Source: an optimization exercise on an open RTL-to-GDS flow (aim: small area). Production flows keep margins and buffers that such runs may drop. Function was checked by simulation only, so behaviour that the tests miss may differ from the original. No activity file was given, so power comes from the tool's default toggle rates.

$ cat design/flow/config.mk
export PLATFORM = sky130hd
export DESIGN_NAME = battleship_top
export DESIGN_NICKNAME = battleship_top
export VERILOG_FILES = /design/flow/design.v
export SDC_FILE = /design/flow/constraint.sdc
export NUM_CORES = 4
export LEC_CHECK = 0
export CAP_MARGIN = 20
export CORE_MARGIN = 2
export CORE_UTILIZATION = 40
export SLEW_MARGIN = 20
$ cat design/flow/constraint.sdc
create_clock -name core_clock -period 10.0 [get_ports {clk}]
set_input_delay 2.0000 -clock core_clock [delete_from_list [all_inputs] [get_ports {clk}]]
set_output_delay 2.0000 -clock core_clock [all_outputs]
set_load 0.01 [all_outputs]
$ cat design/flow/design.v
module uart_tx #(
    parameter CLK_HZ   = 100_000_000,
    parameter BAUD     = 115_200,
    parameter BAUD_DIV = CLK_HZ / BAUD             
) (
    input  wire clk,
    input  wire rst,
    input  wire start,         
    input  wire [7:0] data,    
    output reg  tx,            
    output reg  busy           
);
    reg [12:0] ctr;            
    reg [9:0]  shift;          
    always @(posedge clk) begin
        if (rst) begin
            tx    <= 1'b1;
            busy  <= 1'b0;
            ctr   <= 0;
            shift <= 10'h3FF;
        end else if (!busy) begin
            if (start) begin
                busy  <= 1'b1;
                shift <= {1'b1, data, 1'b0};    
                ctr   <= BAUD_DIV - 1;
            end
            tx <= 1'b1;                         
        end else begin
            if (ctr == 0) begin                 
                tx    <= shift[0];              
                shift <= {1'b1, shift[9:1]};    
                ctr   <= BAUD_DIV - 1;
                if (shift == 10'h3FF)           
                    busy <= 1'b0;
            end else
                ctr <= ctr - 1;
        end
    end
endmodule
`timescale 1ns / 1ps
module clock_dividers(
    input wire clk,
    input wire rst,
    output reg mux_clk,
    output wire mux_rise           
);
    reg [31:0] counter;
    assign mux_rise = (counter == 100000) && !mux_clk;
    always @(posedge clk) begin
        if (rst) begin
            counter <= 0;
            mux_clk <= 0;
        end else if (counter == 100000) begin
            counter <= 0;
            mux_clk <= ~mux_clk;
        end else begin
            counter <= counter + 1;
        end
    end
endmodule
`timescale 1ns / 1ps
module scoreboard(
    input clk,
    input rst,
    input [1:0] p1_score,
    input [1:0] p2_score,
    output reg [6:0] seg,
    output reg [3:0] an
    );
    wire mux_clk;
    wire mux_rise;
    clock_dividers clkdv(.clk(clk), .rst(rst), .mux_clk(mux_clk), .mux_rise(mux_rise));
    reg [3:0] anode;
    always @ (posedge clk) begin
        if (rst)
            anode <= 0;
        else if (mux_rise) begin
            if (anode == 3)
                anode <= 0;
            else if(anode == 0)
                anode <= 3;
        end
    end
    reg[1:0] selectDigit;
    reg[3:0] selectAnode;
    always @(*) begin
        if(anode == 0) begin
            selectDigit = p2_score;
            an = 4'b1110;
        end else begin  
            selectDigit = p1_score;
            an = 4'b0111;
        end
        case(selectDigit)
           2'b00: seg = 7'b1000000;  
           2'b01: seg = 7'b1111001;  
           2'b10: seg = 7'b0100100;  
           2'b11: seg  =7'b0110000;  
           default: seg = 7'b1000000;  
        endcase
    end    
endmodule
`timescale 1ns / 1ps
module decoder(
    input clk,
    input rst,
    input [3:0] row,                       
    output reg [3:0] col,                  
    output reg [3:0] dec_out             
    );
    parameter LAG = 10;                    
	reg [19:0] scan_timer;                 
	reg [1:0] col_select;                  
	always @(posedge clk)           
		if (rst) begin
			scan_timer <= 0;
			col_select <= 0;
		end
		else if(scan_timer == 99_999) begin     
			scan_timer <= 0;
			col_select <= col_select + 1;
		end
		else
			scan_timer <= scan_timer + 1;
	always @(posedge clk)
		if (rst) begin
			col <= 4'b0111;
			dec_out <= 4'b0000;
		end
		else
		case(col_select)
			2'b00 :	begin
					   col <= 4'b0111;
					   if(scan_timer == LAG)
						  case(row)
						      4'b0111 :	dec_out <= 4'b0001;	 
						      4'b1011 :	dec_out <= 4'b0100;	 
						      4'b1101 :	dec_out <= 4'b0111;	 
						      4'b1110 :	dec_out <= 4'b0000;	 
						  endcase
					end
			2'b01 :	begin
					   col <= 4'b1011;
					   if(scan_timer == LAG)
						  case(row)    		
						      4'b0111 :	dec_out <= 4'b0010;	 
						      4'b1011 :	dec_out <= 4'b0101;	 
						      4'b1101 :	dec_out <= 4'b1000;	 
					          4'b1110 : dec_out <= 4'b1111;	 
			              endcase
			        end 
			2'b10 :	begin       
					   col <= 4'b1101;
					   if(scan_timer == LAG)
						  case(row)    		       
						      4'b0111 :	dec_out <= 4'b0011;	 
						      4'b1011 :	dec_out <= 4'b0110;	 
						      4'b1101 :	dec_out <= 4'b1001;	 
						      4'b1110 : dec_out <= 4'b1110;	 
						  endcase      
					end
			2'b11 :	begin
					   col <= 4'b1110;
					   if(scan_timer == LAG)
						  case(row)    
						      4'b0111 :	dec_out <= 4'b1010;	 
						      4'b1011 :	dec_out <= 4'b1011;	 
						      4'b1101 :	dec_out <= 4'b1100;	 
						      4'b1110 :	dec_out <= 4'b1101;	 
						  endcase      
					end
		endcase
endmodule
`timescale 1ns / 1ps
module keyFromSwitches(
    input clk,
    input rst,
    input [3:0] row,
    output [3:0] col,
    output wire [3:0] key
    );
    decoder d(.clk(clk), .rst(rst), .row(row), .col(col), .dec_out(key));
endmodule
`timescale 1ns / 1ps
module display(
    input clk,
    input rst,
    input [3:0] row,
    output [3:0] col,
    output reg [15:0] value,
    output wire [3:0] key
    );
    keyFromSwitches k(.clk(clk), .rst(rst), .row(row), .col(col), .key(key));
    always @(posedge clk) begin
        if (rst)
             value <= 16'b0000000000000001;
        else
        case(key)
             4'b0000: value <= 16'b0000000000000001;
             4'b0001: value <= 16'b0000000000000010;
             4'b0010: value <= 16'b0000000000000100;
             4'b0011: value <= 16'b0000000000001000;
             4'b0100: value <= 16'b0000000000010000;
             4'b0101: value <= 16'b0000000000100000;
             4'b0110: value <= 16'b0000000001000000;
             4'b0111: value <= 16'b0000000010000000;
             4'b1000: value <= 16'b0000000100000000;
             4'b1001: value <= 16'b0000001000000000;
             4'b1010: value <= 16'b0000010000000000;
             4'b1011: value <= 16'b0000100000000000;
             4'b1100: value <= 16'b0001000000000000;
             4'b1101: value <= 16'b0010000000000000;
             4'b1110: value <= 16'b0100000000000000;
             4'b1111: value <= 16'b1000000000000000;
        endcase
    end
endmodule
`timescale 1ns / 1ps
module battleship_top(
    input clk,
    input rst,
    input confirm,
    input btnReset,
    input [3:0] row,
    output [3:0] col,
    output [15:0] led,
    output [6:0] seg,
    output [3:0] an,
    output uart_tx
    );
    reg [2:0] tx_stage;
    reg [7:0] tx_byte;
    reg       tx_start;
    wire      tx_busy;
    uart_tx #(.BAUD_DIV(868)) UTX (
        .clk   (clk),
        .rst   (rst),
        .start (tx_start),
        .data  (tx_byte),
        .tx    (uart_tx),
        .busy  (tx_busy)
    );
    reg [15:0] p1_board;
    reg [15:0] p2_board;
    reg [1:0] p1_ships;
    reg [1:0] p2_ships;
    scoreboard scoreboard(
        .clk(clk),
        .rst(rst),
        .p1_score(p1_ships),
        .p2_score(p2_ships),
        .seg(seg),
        .an(an)
    );
    reg [15:0] p1_guesses;
    reg [15:0] p2_guesses;
    reg player;
    reg [1:0] mode;
    reg winner;
    wire [3:0] sw;
    wire [15:0] select_led;
    display d(.clk(clk), .rst(rst), .row(row), .col(col), .value(select_led), .key(sw));
    reg [16:0] c_debounce;     
    reg confirm_pulse;   
    reg player_snap;          
    reg [3:0] square_snap;          
    always @(posedge clk) begin
      if (rst) begin
        tx_stage      <= 3'd0;
        tx_start      <= 1'b0;
        p1_board      <= 16'b0;
        p2_board      <= 16'b0;
        p1_ships      <= 2'b00;
        p2_ships      <= 2'b00;
        p1_guesses    <= 16'b0;
        p2_guesses    <= 16'b0;
        player        <= 1'b0;
        mode          <= 2'b00;
        winner        <= 1'b0;
        c_debounce    <= 17'd0;
        confirm_pulse <= 1'b0;
      end else begin
        tx_start <= 1'b0; 
        if (confirm == 1'b0)
            c_debounce <= 17'd0;                     
        else if (c_debounce != 17'h1_FFFF)
            c_debounce <= c_debounce + 1'b1;         
        confirm_pulse <= (c_debounce == 17'h1_FFFE);
        if (confirm_pulse) begin
            player_snap  <= player;  
            square_snap  <= sw;
        end
        case (tx_stage)
            3'd0: begin                                  
                if (confirm_pulse && !tx_busy) begin
                    tx_byte  <= "P";                     
                    tx_start <= 1'b1;
                    tx_stage <= 3'd1;
                end
            end
            3'd1: if (!tx_busy && !tx_start) begin                    
                    tx_byte  <= player_snap ? "2" : "1";
                    tx_start <= 1'b1;
                    tx_stage <= 3'd2;
                  end
            3'd2: if (!tx_busy && !tx_start) begin                    
                    tx_byte  <= ":";
                    tx_start <= 1'b1;
                    tx_stage <= 3'd3;
                  end
            3'd3: if (!tx_busy && !tx_start) begin                    
                    tx_byte  <= (square_snap < 10) ? ("0"+square_snap)
                                                   : ("A"+square_snap-4'd10);
                    tx_start <= 1'b1;
                    tx_stage <= 3'd4;
                  end
            3'd4: if (!tx_busy && !tx_start) begin                    
                    tx_byte  <= 8'd13;
                    tx_start <= 1'b1;
                    tx_stage <= 3'd5;
                  end
            3'd5: if (!tx_busy && !tx_start) begin                    
                    tx_byte  <= 8'd10;
                    tx_start <= 1'b1;
                    tx_stage <= 3'd0;                    
                  end
        endcase
        if (confirm_pulse) begin
            if (mode == 0) begin  
                if (!player) begin
                    if(btnReset) begin  
                        p1_board <= 0;
                        p1_ships <= 0;
                    end
                    if (!p1_board[sw] && p1_ships < 3) begin
                        p1_board[sw] <= 1'b1;
                        p1_ships <= p1_ships + 1'b1;
                        if (p1_ships == 2)           
                            player <= 1'b1;          
                    end
                end else begin
                    if(btnReset) begin  
                        p2_board <= 0;
                        p2_ships <= 0;
                    end
                    if (!p2_board[sw] && p2_ships < 3) begin
                        p2_board[sw] <= 1'b1;
                        p2_ships <= p2_ships + 1'b1;
                        if (p2_ships == 2) begin           
                            player <= 1'b0;          
                            mode <= 2'b01;
                        end
                    end
                end
            end else if (mode == 1) begin  
                if (!player) begin
                    if(!p1_guesses[sw]) begin
                        if (p2_board[sw]) begin  
                            p1_guesses[sw] <= 1'b1;     
                            player <= 1'b1;
                            p2_ships <= p2_ships - 1;
                            if (p2_ships == 1) begin
                                mode <= 2'b10;  
                                winner <= 1'b0;
                            end
                        end else begin
                            player <= 1'b1;
                        end
                    end
                end else begin
                    if(!p2_guesses[sw]) begin
                        if (p1_board[sw]) begin  
                            p2_guesses[sw] <= 1'b1;     
                            player <= 1'b0; 
                            p1_ships <= p1_ships - 1;
                            if (p1_ships == 1) begin
                                mode <= 2'b10;  
                                winner <= 1'b1;
                            end          
                        end else begin
                            player <= 1'b0;
                        end
                    end
                end
            end else if (mode == 2) begin  
                if (btnReset) begin  
                    p1_board <= 0;
                    p2_board <= 0;
                    p1_guesses <= 0;
                    p2_guesses <= 0;
                    p1_ships <= 0;
                    p2_ships <= 0;
                    mode <= 0;
                    player <= 1'b0;
                end
            end
        end
      end
    end
    reg [15:0] led_r;
    always @(*) begin
        if (mode == 0 && !player && p1_ships < 3)           
            led_r = p1_board | select_led;     
        else if (mode == 0 && player && p2_ships < 3)       
            led_r = p2_board | select_led;
        else if (mode == 1 && !player)       
            led_r = p1_guesses | select_led; 
        else if (mode == 1 && player)      
            led_r = p2_guesses | select_led;
        else if (mode == 2 && !winner)  
            led_r = 16'b1111111111111111; 
        else  
            led_r = 16'b1111111111111111;    
    end
    assign led = led_r;
endmodule
$ cat design/flow/run.sh
#!/bin/bash
# synth_recipe.tcl (not shown) runs the flow's synth.tcl, then flattens the netlist and writes it again
# the make line also repeats each setting of config.mk as NAME=value (left out here)
make -C /OpenROAD-flow-scripts/flow DESIGN_CONFIG=/design/flow/config.mk WORK_HOME=/design/flow/orfs CLKGATE_MAP_FILE= SYNTH_SCRIPT=/design/flow/synth_recipe.tcl finish
==> summary.txt <==
how the worst max path moves through the flow:
stage	startpoint	to	depth (start not counted)
finish	mode[1]$_SDFFE_PP0P_	led[2]	7
global route	mode[0]$_SDFFE_PP0P_	led[0]	7
CTS	mode[1]$_SDFFE_PP0P_	led[1]	7
detailed placement	mode[1]$_SDFFE_PP0P_	led[1]	7
global placement	mode[1]$_SDFFE_PP0P_	led[2]	7
floorplan	mode[1]$_SDFFE_PP0P_	led[10]	9
routing by layer:
| metal | routed length, microns | global-route usage | up-vias |
|---|---|---|---|
| met5 | 0 | 0 | - |
| met4 | 439 | 0.0478 | 0 |
| met3 | 1730 | 0.0362 | 41 |
| met2 | 10800 | 0.282 | 271 |
| met1 | 12700 | 0.278 | 4037 |
| li1 | - | - | 4203 |
layout make-up:
class | count | area share
Inverter | 30 | 0.00962
Sequential cell | 209 | 0.368
Multi-Input combinational cell | 873 | 0.485
Timing Repair Buffer | 44 | 0.0360
Clock buffer | 33 | 0.0585
Clock inverter | 7 | 0.00727
Tap cell | 335 | 0.0358
worst register-to-register path: stages (launching register included):
cell	delay [ns]
dfxtp_1	0.69
clkinv_1	0.48
ha_1	0.39
ha_1	0.42
nor2_1	0.30
nor4b_1	0.80
a22oi_1	0.21
nor2_1	0.13
sequential cells by signal, summed over array words and instances, names as in the netlist, 4 cells and up:
register,cells
p1_guesses,16
p2_board,16
d.value,16
UTX.shift,9
d.k.d.col,4
square_snap,4
scoreboard.clkdv.counter,32
d.k.d.dec_out,4
c_debounce,17
p2_guesses,16
UTX.ctr,13
d.k.d.scan_timer,20
tx_byte,7
p1_board,16
cell usage in the layout, fill, tap and decap left out, types with 19 or more instances in the layout:
cell type	n
xnor2_1	23
ha_1	30
a21oi_1	45
nor3_1	26
nand3_1	29
a311oi_1	19
inv_1	27
mux2i_1	27
dfxtp_1	197
clkdlybuf4s50_1	35
xor2_1	51
o21ai_0	24
a31oi_1	21
clkbuf_16	24
a22oi_1	34
nand2_1	75
nand4_1	19
nor2_1	220
logic make-up after synthesis:
logic type	count (synthesis)
and+or+nand+nor	494
AOI/OAI and AO/OA	228
DFF	209
buffers and inverters	102
xor gates and xnor gates	74
muxes	44
adders and majority gates	30
other	2
where the power goes:
part / switching [mW] / total, mW / leakage (nW) / internal, mW
sequential: 0.0501 / 0.943 / 1.71 / 0.893
clock: 0.336 / 0.861 / 0.384 / 0.525
combinational: 0.179 / 0.294 / 2.20 / 0.115
==> summary.txt <==
Mapped Avg Cell Area approximately 8.8 sq um; setup violators final 0; Reg2Reg Depth 7; Pwr Total roughly 2.1 mW; CP top delay family simple AND/OR/NAND/NOR gates; drt first pass iters 5; Critical Path RT ~8.0 ns; Max Cap Viol 0; post-route setup TNS 0 ns; first-pass GRT wire length between 40000 and 50000 microns; drt wl/cell roughly 17 microns; GRT Resource Usage Total 0.188; crit path capture type output pin; later-pin clock latency in the skew report 0.51 ns; Synth area leader dfxtp_1; io pins 40; async set-or-reset flop fraction in the synthesized netlist 0; CP max FO 32; Seq. cell area 4300 sq um; Setup WS post-layout 4.72 ns; count of non-filler cells in the finished layout 1531; DP Wirelength 17100 microns; Longest Clk Path Bufs 3; Area Overhead vs Synth 12.4%; # placed instances 1490; flops & latches, synth 209; 1st-iter DRT viols 651; die span in y between 150 and 200 microns; nets@finish approximately 1200; Ys Warns 6; hold_ws around 0.46 ns; fill count about 2500; power density over the cells around 180 nW/um^2; CTS resizes 0; Initial Util 0.403; initial antenna violation count 0; main combinational cell family by area after synthesis simple AND/OR/NAND/NOR gates; fin. max-slew vios 0; area of the multi-input gates 5680 sq um; dominant synthesized flop cell dfxtp_1; f_max around 0.19 GHz; Worst-Margin Slew 0.936 ns; Max rail drop VDD between 0.0001 and 0.00015 V; Post-route DRC 0; Worst R2R Setup Slack between 6 and 7 ns; Worst-path clk slew 0.06 ns; Syn Std Cell Area approximately 10000 sq um; leakage between 4 and 5 nW; die area 27400 sq um; fraction of synthesized area in multiplexers 0.0602; RSZ-0062 raised after global routing no; top cells by count, synth nor2_1, dfxtp_1, nand2_1; cells along the critical path inv_1, ha_1, nand2_1, or2_2, a311oi_1, a211o_1, clkdlybuf4s50_1; core area approximately 26000 sq um; port bufs 36; largest net degree at the start of global routing between 70 and 80; final worst-path cycle share 0.528; HP Start scoreboard.clkdv.counter[0]$_SDFF_PP0_; Routed WL roughly 26000 microns; Worst R2R End p1_board[0]$_SDFFE_PP0P_; Relative slew margins 0.367; CP arrival roughly 3.3 ns; post-synth cell types 80; diode count 0; Hold Crit Class flop to flop; outcome complete, no violations; final core occ 0.453; Num CTS Buffers 23; Synth Instances approximately 1200; skew final around 0.019 ns; synth top area cells dfxtp_1, nor2_1, xor2_1, ha_1, edfxtp_1; Final Wtd Congestion ~0.84; Via density approximately 5.6; most frequent cell after synthesis nor2_1; Min-Delay Path Depth 1; vias in the first global route 7875; via count between 8000 and 9000; Synth Area in Compound Gates 0.156; # Post-CTS Setup Buffers 0; share of the synthesized area in the top cell type 0.379; Area after DPL between 10000 and 15000 sq um; post-synthesis simple-gate area fraction 0.229; Remaining Overflow, GRT 0; CP Buf/Inv Count 2; std cell rows slightly below 60; hold endpoint scoreboard.clkdv.counter[0]$_SDFF_PP0_; FF-to-FF Start d.k.d.dec_out[0]$_SDFFE_PP0P_; post-layout min period between 5 and 6 ns; fin area 11700 sq um; share of cells above drive strength 1 0.0702; EDFF count, synth 12; sequential area share after synthesis 0.413; Die W approximately 170 microns; Post-Synth Adder-Cell Area 0.0360; H-tree depth 1; CP Class flop to output pin; Clock Sinks around 210; post-synthesis xor/xnor area fraction 0.0622; CP max stage cell or2_2; Post-Place Worst Slack about 5.3 ns; Root Buffer clkbuf_16; CP Launch Type flop; post-route ant nets 0; CTS tree done; Max stage delay on crit path 0.58 ns; CTS Hold Bufs 0; Final Hold Vio Count 0

-- separate check: timing with driven ports --
How much do the figures lean on ideal ports? The routed layout below was timed once more, with nothing changed but the port constraints.
Step 1: set_driving_cell puts a clkbuf_16 on clk and a buf_2 on each other input, an assumption about the parent block.
Step 2 also shifts input and output timing later by t, the mid clock arrival at the registers, as if the neighbouring blocks saw the same clock.
Three values: no drivers, after step 1, after step 2; two values: the first two.
t, ns: 0.553
setup WS [ns]: 4.719 / 4.670 / 5.223
hold slack, ns: 0.459 / 0.459 / 0.459
clock arrival spread, ns: 0.020 / 0.020
worst slew at a driven data input, ns: 0.05
After both steps setup and hold are still met in this run. For this run, drivers alone change the setup slack by -0.049 ns; drivers and shift together by +0.504 ns.
